Background: an optimization exercise with open tools, aiming at small area. Do not read the settings as production practice.
Only simulation tests tie the RTL to the original design; equivalence was not proved.
Power figures rest on the tool's default switching activity, not on a simulated workload.

==> design.v <==
module pixel_process (
    rst_n_scl,clk_scl,
    scl_cfg_flt,scl_cfg_mode,
    scl_i_data_r,scl_i_data_en,
    o_dff5,scl_o_data_r);
input rst_n_scl,clk_scl;
input [7:0] scl_i_data_r;
input scl_cfg_mode;
input [1:0] scl_cfg_flt;
input scl_i_data_en;
output [7:0] scl_o_data_r;
output o_dff5;
reg [7:0] scl_o_data_r;
reg o_dff0,o_dff1,o_dff2,o_dff3,o_dff4,o_dff5; 
reg signed [10:0] coef_0,coef_1,coef_2,coef_3; 
reg [7:0] in_data_r0,in_data_r1,in_data_r2,in_data_r3,in_data_r4,in_data_r5; 
wire signed [8:0] re_r0,re_r1,re_r2,re_r3; 
reg signed [20:0] dff_r0,dff_r1,dff_r2,dff_r3; 
reg signed [21:0] dff1_r0,dff1_r1;
reg signed [22:0] dff2_r;
always @(posedge clk_scl or negedge rst_n_scl) begin
    if(!rst_n_scl) begin
        coef_0 <= 0;
        coef_1 <= 0;
        coef_2 <= 0;
        coef_3 <= 0;
    end
    else begin
        case(scl_cfg_flt)
            2'd0: begin
                coef_0 <= -3;
                coef_1 <= 498;
                coef_2 <= 18;
                coef_3 <= -1;
            end
            2'd1: begin
                coef_0 <= -38;
                coef_1 <= 376;
                coef_2 <= 202;
                coef_3 <= -28;
            end
            2'd2: begin
                coef_0 <= -28;
                coef_1 <= 202;
                coef_2 <= 376;
                coef_3 <= -38;
            end
            2'd3: begin
                coef_0 <= -1;
                coef_1 <= 18;
                coef_2 <= 498;
                coef_3 <= -3;
            end
            default: begin
                coef_0 <= 0;
                coef_1 <= 512;
                coef_2 <= 0;
                coef_3 <= 0;
            end
        endcase
    end
end
assign re_r0 = {1'b0,in_data_r0};
assign re_r1 = {1'b0,in_data_r1};
assign re_r2 = {1'b0,in_data_r2};
assign re_r3 = {1'b0,in_data_r3};
always @(posedge clk_scl or negedge rst_n_scl) begin
    if(!rst_n_scl) begin
        in_data_r0  <= 8'b0;
        in_data_r1  <= 8'b0;
        in_data_r2  <= 8'b0;
        in_data_r3  <= 8'b0;
        in_data_r4  <= 8'b0;
        in_data_r5  <= 8'b0;
    end
    else begin
        in_data_r0  <= scl_i_data_r;
        in_data_r1  <= in_data_r0;
        in_data_r2  <= in_data_r1;
        in_data_r3  <= in_data_r2;
        in_data_r4  <= in_data_r3;
        in_data_r5  <= in_data_r4;
    end
end
always @(posedge clk_scl or negedge rst_n_scl) begin
    if(!rst_n_scl) begin
        dff_r0  <= 0;
        dff_r1  <= 0;
        dff_r2  <= 0;
        dff_r3  <= 0;   
    end
    else if(o_dff2==1 && o_dff3==0) begin 
        dff_r0  <= re_r0*coef_3;
        dff_r1  <= re_r1*coef_2;
        dff_r2  <= re_r2*coef_1;
        dff_r3  <= re_r2*coef_0;    
    end
    else if(o_dff0==0 && o_dff1==1) begin 
        dff_r0  <= re_r1*coef_3;
        dff_r1  <= re_r1*coef_2;
        dff_r2  <= re_r2*coef_1;
        dff_r3  <= re_r3*coef_0;  
    end
    else if(o_dff1==0 && o_dff2==1) begin 
        dff_r0  <= re_r2*coef_3;
        dff_r1  <= re_r2*coef_2;
        dff_r2  <= re_r2*coef_1;
        dff_r3  <= re_r3*coef_0;  
    end
    else begin
        dff_r0  <= re_r0*coef_3;
        dff_r1  <= re_r1*coef_2;
        dff_r2  <= re_r2*coef_1;
        dff_r3  <= re_r3*coef_0;                
    end
end
always @(posedge clk_scl or negedge rst_n_scl) begin
    if(!rst_n_scl) begin
        dff1_r0  <= 0;
        dff1_r1  <= 0;   
    end
    else begin
        dff1_r0  <= dff_r0+dff_r1;
        dff1_r1  <= dff_r2+dff_r3;        
    end
end
always @(posedge clk_scl or negedge rst_n_scl) begin
    if(!rst_n_scl) begin
        dff2_r <= 0;    
    end
    else begin
        dff2_r <= dff1_r0+dff1_r1;        
    end
end
always @(posedge clk_scl or negedge rst_n_scl) begin
    if(!rst_n_scl) begin
        scl_o_data_r  <= 8'b0;        
    end
    else if(!scl_cfg_mode) begin
        scl_o_data_r <= in_data_r5;        
    end
    else begin   
        if(dff2_r<0) begin
            scl_o_data_r <= 8'b0;
        end
        else if(dff2_r>130560) begin
            scl_o_data_r <= 255;
        end
        else begin
            scl_o_data_r <= dff2_r >> 9;
        end
 end
 end
always @(posedge clk_scl or negedge rst_n_scl) begin
    if(!rst_n_scl) begin
        o_dff0 <= 0;
        o_dff1 <= 0;
        o_dff2 <= 0;
        o_dff3 <= 0;
        o_dff4 <= 0;
        o_dff5 <= 0;
    end
    else begin
        o_dff0  <= scl_i_data_en;
        o_dff1  <= o_dff0;
        o_dff2  <= o_dff1;
        o_dff3  <= o_dff2;
        o_dff4  <= o_dff3;
        o_dff5  <= o_dff4;
    end
end
endmodule
module htop (
    rst_n_scl,clk_scl,
    scl_i_vsync,scl_i_hsync,
    scl_i_data_r,scl_i_data_g,scl_i_data_b,
    scl_cfg_mode,scl_cfg_rsz,scl_cfg_flt,scl_i_data_en,
    scl_o_vsync,scl_o_hsync,
    scl_o_data_en,
    scl_o_data_r,scl_o_data_g,scl_o_data_b);
input rst_n_scl,clk_scl;
input scl_i_vsync,scl_i_hsync;
input [7:0] scl_i_data_r,scl_i_data_g,scl_i_data_b;
input scl_i_data_en,scl_cfg_mode,scl_cfg_rsz;
input [1:0] scl_cfg_flt;
output scl_o_vsync,scl_o_hsync;
output scl_o_data_en;
output [7:0] scl_o_data_r,scl_o_data_g,scl_o_data_b;
reg scl_o_vsync,scl_o_hsync;
reg scl_o_data_en;
wire [7:0] scl_o_data_r,scl_o_data_g,scl_o_data_b;
reg [1:0] counter;
wire o_dff5;
reg [5:0] vsync_d,hsync_d;
pixel_process hscaler_r(
    .rst_n_scl(rst_n_scl),
    .clk_scl(clk_scl),
    .scl_i_data_r(scl_i_data_r),
    .scl_i_data_en(scl_i_data_en),
    .scl_cfg_mode(scl_cfg_mode),
    .scl_cfg_flt(scl_cfg_flt),
    .o_dff5(o_dff5),
    .scl_o_data_r(scl_o_data_r));
pixel_process hscaler_g(
    .rst_n_scl(rst_n_scl),
    .clk_scl(clk_scl),
    .scl_i_data_r(scl_i_data_g),
    .scl_i_data_en(scl_i_data_en),
    .scl_cfg_mode(scl_cfg_mode),
    .scl_cfg_flt(scl_cfg_flt),
    .o_dff5(),
    .scl_o_data_r(scl_o_data_g));
pixel_process hscaler_b(
    .rst_n_scl(rst_n_scl),
    .clk_scl(clk_scl),
    .scl_i_data_en(scl_i_data_en),
    .scl_i_data_r(scl_i_data_b),
    .scl_cfg_mode(scl_cfg_mode),
    .scl_cfg_flt(scl_cfg_flt),
    .o_dff5(),
    .scl_o_data_r(scl_o_data_b));
always @(posedge clk_scl or negedge rst_n_scl) begin
    if(!rst_n_scl) begin
        counter <= 0;
    end
    else if(o_dff5) begin
        counter <= counter+1;
    end
    else begin
        counter <= 0;
    end
end
always @(posedge clk_scl or negedge rst_n_scl) begin
    if(!rst_n_scl) begin
        scl_o_data_en <= 0;
    end
    else if(!scl_cfg_mode) begin
        scl_o_data_en <= o_dff5; 
    end
    else if(scl_cfg_rsz==0 && (counter==0 || counter==2)) begin
        scl_o_data_en <= o_dff5; 
    end
    else if(scl_cfg_rsz==1 && counter==0) begin
        scl_o_data_en <= o_dff5; 
    end
    else begin
        scl_o_data_en <= 0;
    end
end
always @(posedge clk_scl or negedge rst_n_scl) begin
    if(!rst_n_scl) begin
        vsync_d <= 0;
        hsync_d <= 0;
        scl_o_vsync <= 0;
        scl_o_hsync <= 0;
    end
    else begin
        vsync_d <= {vsync_d[4:0],scl_i_vsync};
        hsync_d <= {hsync_d[4:0],scl_i_hsync};
        scl_o_vsync <= vsync_d[5];
        scl_o_hsync <= hsync_d[5];
    end
end
endmodule
==> run.sh <==
#!/bin/bash
# synth_recipe.tcl (not shown) runs the flow's synth.tcl, then flattens the netlist and writes it again
# the make line also repeats each setting of config.mk as NAME=value (left out here)
make -C /OpenROAD-flow-scripts/flow DESIGN_CONFIG=/design/flow/config.mk WORK_HOME=/design/flow/orfs CLKGATE_MAP_FILE= SYNTH_SCRIPT=/design/flow/synth_recipe.tcl finish
==> config.mk <==
export PLATFORM = sky130hd
export DESIGN_NAME = htop
export DESIGN_NICKNAME = htop
export VERILOG_FILES = /design/flow/design.v
export SDC_FILE = /design/flow/constraint.sdc
export NUM_CORES = 4
export LEC_CHECK = 0
export CAP_MARGIN = 20
export CORE_MARGIN = 2
export CORE_UTILIZATION = 40
export SLEW_MARGIN = 20
==> constraint.sdc <==
create_clock -name core_clock -period 6.5 [get_ports {clk_scl}]
set_input_delay 1.3000 -clock core_clock [delete_from_list [all_inputs] [get_ports {clk_scl}]]
set_output_delay 1.3000 -clock core_clock [all_outputs]
set_load 0.01 [all_outputs]
==> results.json <==
{
  "synth_ff_type": "dfrtp_1",
  "fin_crit_ps": 6180,
  "worst_slew_pin_slew_ps": 1090,
  "fmax_mhz": 162,
  "crit_path_end_kind": "flop",
  "crit_top_cell": "fa_1",
  "required_ps": 7070,
  "synth_nets": 10355,
  "cts.sinks": 631,
  "drt_iter0_drc": 3227,
  "hold_class": "reg2reg",
  "p_int_w": 0.0212,
  "yosysSeqAreaShare_pct": 20.4,
  "finish.instance_area_sq_mm": 0.0842,
  "synth_top_area_share_pct": 25.1,
  "finalCritPeriodShare_pct": 95.0,
  "first_global_vias": 58070,
  "wl_per_cell_microns": 18.8,
  "synth_area_leader_cell": "fa_1",
  "post_cts_buffers": 0,
  "cts_buffer_depth": 3,
  "gp_congestion": 0.906,
  "power_leakage_nw": 44.3,
  "multi_input_area_sq_mm": 0.0539,
  "regArea_sq_mm": 0.0158,
  "async_flop_share_pct": 100,
  "drc": 0,
  "nFillCells": 18554,
  "rows": 161,
  "viasPerCell": 5.08,
  "synth_edf_count": 0,
  "grt_max_degree": 111,
  "antenna_left": 0,
  "skew_ps": 48.7,
  "post_synth.cell_area_avg_sq_um": 9.36,
  "antenna_found_initial": 11,
  "synthDistinctLibCells": 85,
  "cts_resized": 0,
  "pwr-share-clk_pct": 11.7,
  "die_y_microns": 444,
  "nNetsFinal": 10373,
  "routed_wl_mm": 205,
  "core-area_sq_mm": 0.193,
  "ctsHoldBuffers": 0,
  "swShare_pct": 49.2,
  "synth_common_cells": "1,881 x inv_1, 1,070 x ha_1, 972 x fa_1, 631 x dfrtp_1, 603 x nand2_1",
  "status": "timing/DRC/antenna clean",
  "crit_buf_inv": 5,
  "synthTopCellsByArea": "fa_1 25%, dfrtp_1 20%, ha_1 17%",
  "drv_slew": 0,
  "cts_tree": "yes",
  "max-vdd-ir-drop_v": 0.000276,
  "worstSetupPathType": "reg2reg",
  "grt_pass1_wl_mm": 328,
  "h-tree-depth": 3,
  "final.setup.tns_ps": 0,
  "slowest_delay_ps": 930,
  "crit_path_cell_trace": "buf_4 -> nand2_1 -> fa_1 -> fa_1 -> inv_1 -> fa_1 -> inv_1 -> fa_1 -> inv_1 -> ha_1 -> a21boi_0 -> o21ai_0 -> o311ai_0 -> buf_4 -> o21ai_0 -> a21boi_0 -> a21oi_1",
  "dieArea_sq_mm": 0.197,
  "yosysWarnings": 2,
  "syn_area_sq_mm": 0.0775,
  "slew_headroom_pct": 27.0,
  "io_buffers": 59,
  "finalSetupViolations": 0,
  "rsz0062_at_grt": "no",
  "worstSetupStartpointType": "flop",
  "cap_violations": 0,
  "cp_top_family": "adder cells",
  "cp_max_fo": 45,
  "clk_pin_slew_worst_paths_ps": 60,
  "clk-insertion-delay-late_ps": 740,
  "dr.pass1.iters": 6,
  "final_layout_size_suffix_gt1_share_pct": 3.41,
  "io_pins": 60,
  "crit_arrival_ps": 6750,
  "switching_power_w": 0.0206,
  "initial_core_util_pct": 40.2,
  "power_frac_seq_pct": 15.2,
  "dp_hpwl_mm": 169,
  "dr_total_vias": 55368,
  "slowest_stage": "dfrtp_4",
  "grt-ovfl-total": 0,
  "syn_to_final_growth_pct": 8.69,
  "final_hold_viol_count": 0,
  "synth.most_common_cell": "inv_1",
  "syn-instance-count": 8280,
  "cts_buffers": 81,
  "cts_root_buffer": "clkbuf_16",
  "synth_seq_cells": 631,
  "dieWidth_microns": 444,
  "place_area_sq_mm": 0.0813,
  "track_usage_pct": 21.3,
  "power.density_mw_per_mm2": 496,
  "power_frac_comb_pct": 73.1
}
## flip-flops by register name, summed over array words and instances, names as in the netlist, 22 cells and up
name and count:
hscaler_b.dff1_r0 22, hscaler_b.dff1_r1 22, hscaler_b.dff2_r 23, hscaler_g.dff1_r0 22
hscaler_g.dff1_r1 22, hscaler_g.dff2_r 23, hscaler_r.dff1_r0 22, hscaler_r.dff1_r1 22
hscaler_r.dff2_r 23
## power by group through the flow
stage	Clock [W]	Sequential, W	Combinational, W
2_1_floorplan	0	0.00590	0.0228
3_3_place_gp	0	0.00642	0.0298
3_5_place_dp	0	0.00642	0.0303
4_1_cts	0.00503	0.00636	0.0306
5_1_grt	0.00518	0.00647	0.0345
6_report	0.00490	0.00634	0.0305
## cells in the final DEF, fill, tap and decap left out, types with 48 or more instances in the layout
cell	n
inv_1	1880
ha_1	1070
fa_1	972
dfrtp_1	622
nand2_1	602
and2_1	451
a21oi_1	354
nor2_1	351
xnor2_1	303
o21ai_0	200
xor2_1	163
a21o_1	151
clkbuf_16	83
nor2b_1	79
nor3_1	76
o21a_1	75
buf_4	72
nand3_1	65
nand2b_1	61
clkdlybuf4s50_1	58
a211oi_1	48
## per-stage QoR
stage          power (W)  setup slack [ps]  std cells  hold slack (ps)  utilization (%)
2_1_floorplan     0.0287               656       8280              331                -
3_3_place_gp      0.0362               453      10741              332             42.2
3_5_place_dp      0.0367               448      10741              335             42.2
4_1_cts           0.0420               393      10891              347             43.7
5_1_grt           0.0461              49.7      10902              350             43.7
6_report          0.0418               323      10902              346             43.7
## path summary, 6_finish.rpt
check	start	end	slack [ps]	cells after the start
max	hscaler_g.coef_3[9]	hscaler_g.dff_r3[19]	320	17
min	hsync_d[0]	hsync_d[1]	350	0
max reg2reg	hscaler_g.coef_3[9]	hscaler_g.dff_r3[19]	320	17
min reg2reg	hsync_d[0]	hsync_d[1]	350	0
max in group asynchronous	rst_n_scl	scl_o_hsync	4400	2
min in group asynchronous	rst_n_scl	hscaler_r.in_data_r4[6]	520	1
## layer usage
layer	global-route usage [%]	up-vias	part of all wire [%]
met4	6.98	4	3.2
met1	29.1	27767	45
met2	34.9	1217	47
met5	0	-	0.013
li1	-	26116	-
met3	2.74	264	4.9
## final cells by class
class	instances	share of cell area, %
inverters	1882	8.39
repair buffers	141	1.59
clock buffers	100	2.62
multi-input cells	5561	64.0
well taps	2526	3.75
clock inverters	50	0.835
diodes	11	0.0327
flip-flops and latches	631	18.8
## kinds of logic after synthesis
group / synth area share, %
buffers and inverters: 10.1
adder cells (fa/ha/maj): 42.5
AND/OR/NAND/NOR: 11.7
AO/OA/AOI/OAI: 9.91
flip-flops: 20.4
XOR/XNOR: 5.27
multiplexers: 0.170
other: 0.00484

==> re-timing with driven ports <==
The flow's constraints put no driver on any port. The routed layout listed below was extracted and timed again, unchanged, in two steps. Step 1 sets driving cells, clkbuf_16 on the clock port and buf_2 on the other inputs (assumed; they add their load-dependent delay and slew). Step 2 adds t to the input delays and takes it off the output delays; t is the mean of the earliest and latest rising clock arrival at the registers after step 1. Input paths then give back, and output paths get back, about the clock's delay inside the block. Slacks: no drivers / after step 1 / after step 2; pairs: no drivers / after step 1.
t (ns): 0.799
setup slack, ns: 0.323 / 0.323 / 0.323
worst register clock-pin slew, ns: 0.07 / 0.07
After both steps this run still meets setup and hold. For this run, drivers alone change the setup slack by 0.000 ns; drivers and shift together by 0.000 ns.
